This design comes from an exercise in tuning for small area on the open sky130 flow, not from production work. In this exercise RTL edits were held to simulation tests only and were not proved equivalent to the original.

Setup of lane 1:
Design fpu_top, start of the top module:
module fpu_top(
    input clk,
    input [31:0] a,
    input [31:0] b,
    input [1:0] op,
    output [31:0] out
    );
Size in the first run: ~190 flip-flops, about 99 I/O pins.
==> flow/config.mk <==
export PLATFORM = sky130hd
export DESIGN_NAME = fpu_top
export DESIGN_NICKNAME = fpu_top
export VERILOG_FILES = /design/flow/design.v
export SDC_FILE = /design/flow/constraint.sdc
export NUM_CORES = 4
export LEC_CHECK = 0
export CAP_MARGIN = 20
export CORE_MARGIN = 2
export CORE_UTILIZATION = 40
export PLACE_DENSITY = 0.9
export SLEW_MARGIN = 20
export SYNTH_HIERARCHICAL = 1
export SYNTH_MINIMUM_KEEP_SIZE = 0
==> flow/constraint.sdc <==
create_clock -name core_clock -period 7.5 [get_ports {clk}]
set_input_delay 1.5000 -clock core_clock [delete_from_list [all_inputs] [get_ports {clk}]]
set_output_delay 1.5000 -clock core_clock [all_outputs]
set_load 0.01 [all_outputs]
standard.sh (not shown) runs the stock make flow with config.mk's settings and CLKGATE_MAP_FILE= SYNTH_SCRIPT=/design/flow/synth_recipe.tcl, a recipe that flattens the netlist after the stock synthesis.
==> flow/flow/run.sh <==
#!/bin/bash
# Standard ORFS layout (the standard.sh) with two changes:
#  - synthesis runs flow/synth.tcl: the standard flow's synthesis script, except that the
#    final ABC mapping uses area-oriented ABC scripts (flow/area.abc,
#    flow/area2.abc) for every module but the multiplier's final adder, and
#    full/half adder cells are extracted only in the adder cell modules;
#  - the input and output ports are buffered with sky130_fd_sc_hd__buf_1
#    instead of the delay buffer that buffer_ports picks by default.
# make's full output goes to flow.log (ORFS's per-step logs are in orfs/logs).
bash standard.sh SYNTH_SCRIPT=$PWD/flow/synth.tcl "BUFFER_PORTS_ARGS=-buffer_cell sky130_fd_sc_hd__buf_1" finish > flow.log 2>&1
==> flow/flow/area.abc <==
strash
dch -f
amap
==> flow/flow/area2.abc <==
strash
dc2
dch -f
amap
==> flow/flow/synth.tcl <==
# The standard flow's synthesis script (synth_recipe.tcl) with two changes:
#  - the final ABC mapping uses ORFS's speed script only for the final adder
#    of the multiplier (fpu_cpa); the other modules are mapped with the
#    area-oriented ABC scripts named below (files next to this one);
#  - full and half adder cells are extracted only in the adder cell modules
#    fpu_fa and fpu_ha (elsewhere ABC maps the logic).
# Everything else, registers included, is as in synth_recipe.tcl.
proc synth {args} { yosys synth -nofsm -noshare {*}$args }
set my_here [file dirname [file normalize [info script]]]
set my_abc_map [list \
  [list {fpu_cpa} {}] \
  [list {fpu_compute fpu_top fpu_fa fpu_ha} area.abc] \
  [list {fpu_unpack fpu_normalize} area2.abc]]
proc abc {args} {
  foreach m $::my_abc_map {
    lassign $m mods script
    set a $args
    if {$script ne ""} {
      set i [lsearch -exact $a -script]
      set a [lreplace $a [expr {$i + 1}] [expr {$i + 1}] [file join $::my_here $script]]
    }
    yosys abc {*}$a {*}$mods
  }
}
proc extract_fa {args} { yosys extract_fa {*}$args fpu_fa fpu_ha }
source $::env(SCRIPTS_DIR)/synth.tcl
# left out here: clear keep_hierarchy, flatten, clean up, hide names made inside functions, write 1_2_yosys.v
Lane 1 completed; timing, DRC and antenna clean
### lane 1 -> lane 2
-- flow/flow/run.sh --
<<< lane 1, line 2
# Standard ORFS layout (the standard.sh) with two changes:
>>> lane 2, line 2
# Standard ORFS layout with two changes:
<<< lane 1, line 4
#    final ABC mapping uses area-oriented ABC scripts (flow/area.abc,
#    flow/area2.abc) for every module but the multiplier's final adder, and
#    full/half adder cells are extracted only in the adder cell modules;
>>> lane 2, line 4
#    final ABC mapping of the modules outside the multiplier stage uses an
#    area-oriented ABC script (flow/area.abc);
==> flow/flow/synth.tcl <==
# The standard flow's synthesis script (synth_recipe.tcl), with one change: the final ABC
# mapping of the modules outside the multiplier stage (fpu_compute) uses an
# area-oriented ABC script (area.abc, next to this file) instead of ORFS's
# speed script. Everything else, registers included, is as in synth_recipe.tcl.
proc synth {args} { yosys synth -nofsm -noshare {*}$args }
set my_area_abc [file join [file dirname [file normalize [info script]]] area.abc]
set my_speed_modules {fpu_cpa}
set my_area_modules {fpu_compute fpu_top fpu_unpack fpu_normalize fpu_fa fpu_ha}
proc abc {args} {
  set i [lsearch -exact $args -script]
  set area_args [lreplace $args [expr {$i + 1}] [expr {$i + 1}] $::my_area_abc]
  if {[llength $::my_speed_modules]} { yosys abc {*}$args {*}$::my_speed_modules }
  if {[llength $::my_area_modules]} { yosys abc {*}$area_args {*}$::my_area_modules }
}
# full and half adder cells are taken only from the adder modules
proc extract_fa {args} { yosys extract_fa {*}$args fpu_fa fpu_ha }
source $::env(SCRIPTS_DIR)/synth.tcl
# left out here: clear keep_hierarchy, flatten, clean up, hide names made inside functions, write 1_2_yosys.v
removed: flow/flow/area2.abc
--- outcome ---
- Summary of the comparison: number of iterations in the first detailed-routing pass is lower in lane 2, relative to lane 1.
- In lane 2, the detailed-route wire length per cell came out about 1.7% above the value in lane 1.
- Looking at critical-path cell with the highest stage delay, the sky130_fd_sc_hd__o32a_1 result is from lane 2; the sky130_fd_sc_hd__fa_1 one comes from lane 1.
- Compared lane 1 against lane 2; sequential fraction of total cell area within noise.
- Delta (lane 2 minus lane 1): global-route wire length before repair shows an increase of about 3.8%, met1 routing resource usage after global routing shows an increase of 1.3 points.
- [compare] base=lane 1 new=lane 2: via count normalized by instance count went up 0.78%; count of filler cells inserted in the layout went down about 4%.
- [compare] base=lane 1 new=lane 2: synthesized cell count has increased.

==> afterwards: timing with drivers on the ports <==
In the flow no input, the clock included, has a driving cell. The finished layouts below were timed again as built, in two steps.
Step 1, drivers: a clkbuf_16 drives clk and a buf_2 each remaining input, both assumed.
Step 2 also shifts input and output timing later by t, the mid clock arrival at the registers, as if the neighbouring blocks saw the same clock.
a / b / c = ideal ports / drivers / drivers and shift; a / b = the first two.
run | shift t [ns] | setup WS [ns] | clock arrival spread, ns | worst register clock-pin slew, ns | pins driven straight from the clock port
lane 1 | 0.508 | 0.342 / 0.342 / 0.342 | 0.015 / 0.015 | 0.09 / 0.09 | 1
lane 2 | 0.502 | 0.444 / 0.444 / 0.444 | 0.020 / 0.019 | 0.09 / 0.09 | 1
After both steps setup and hold are still met in every run listed.
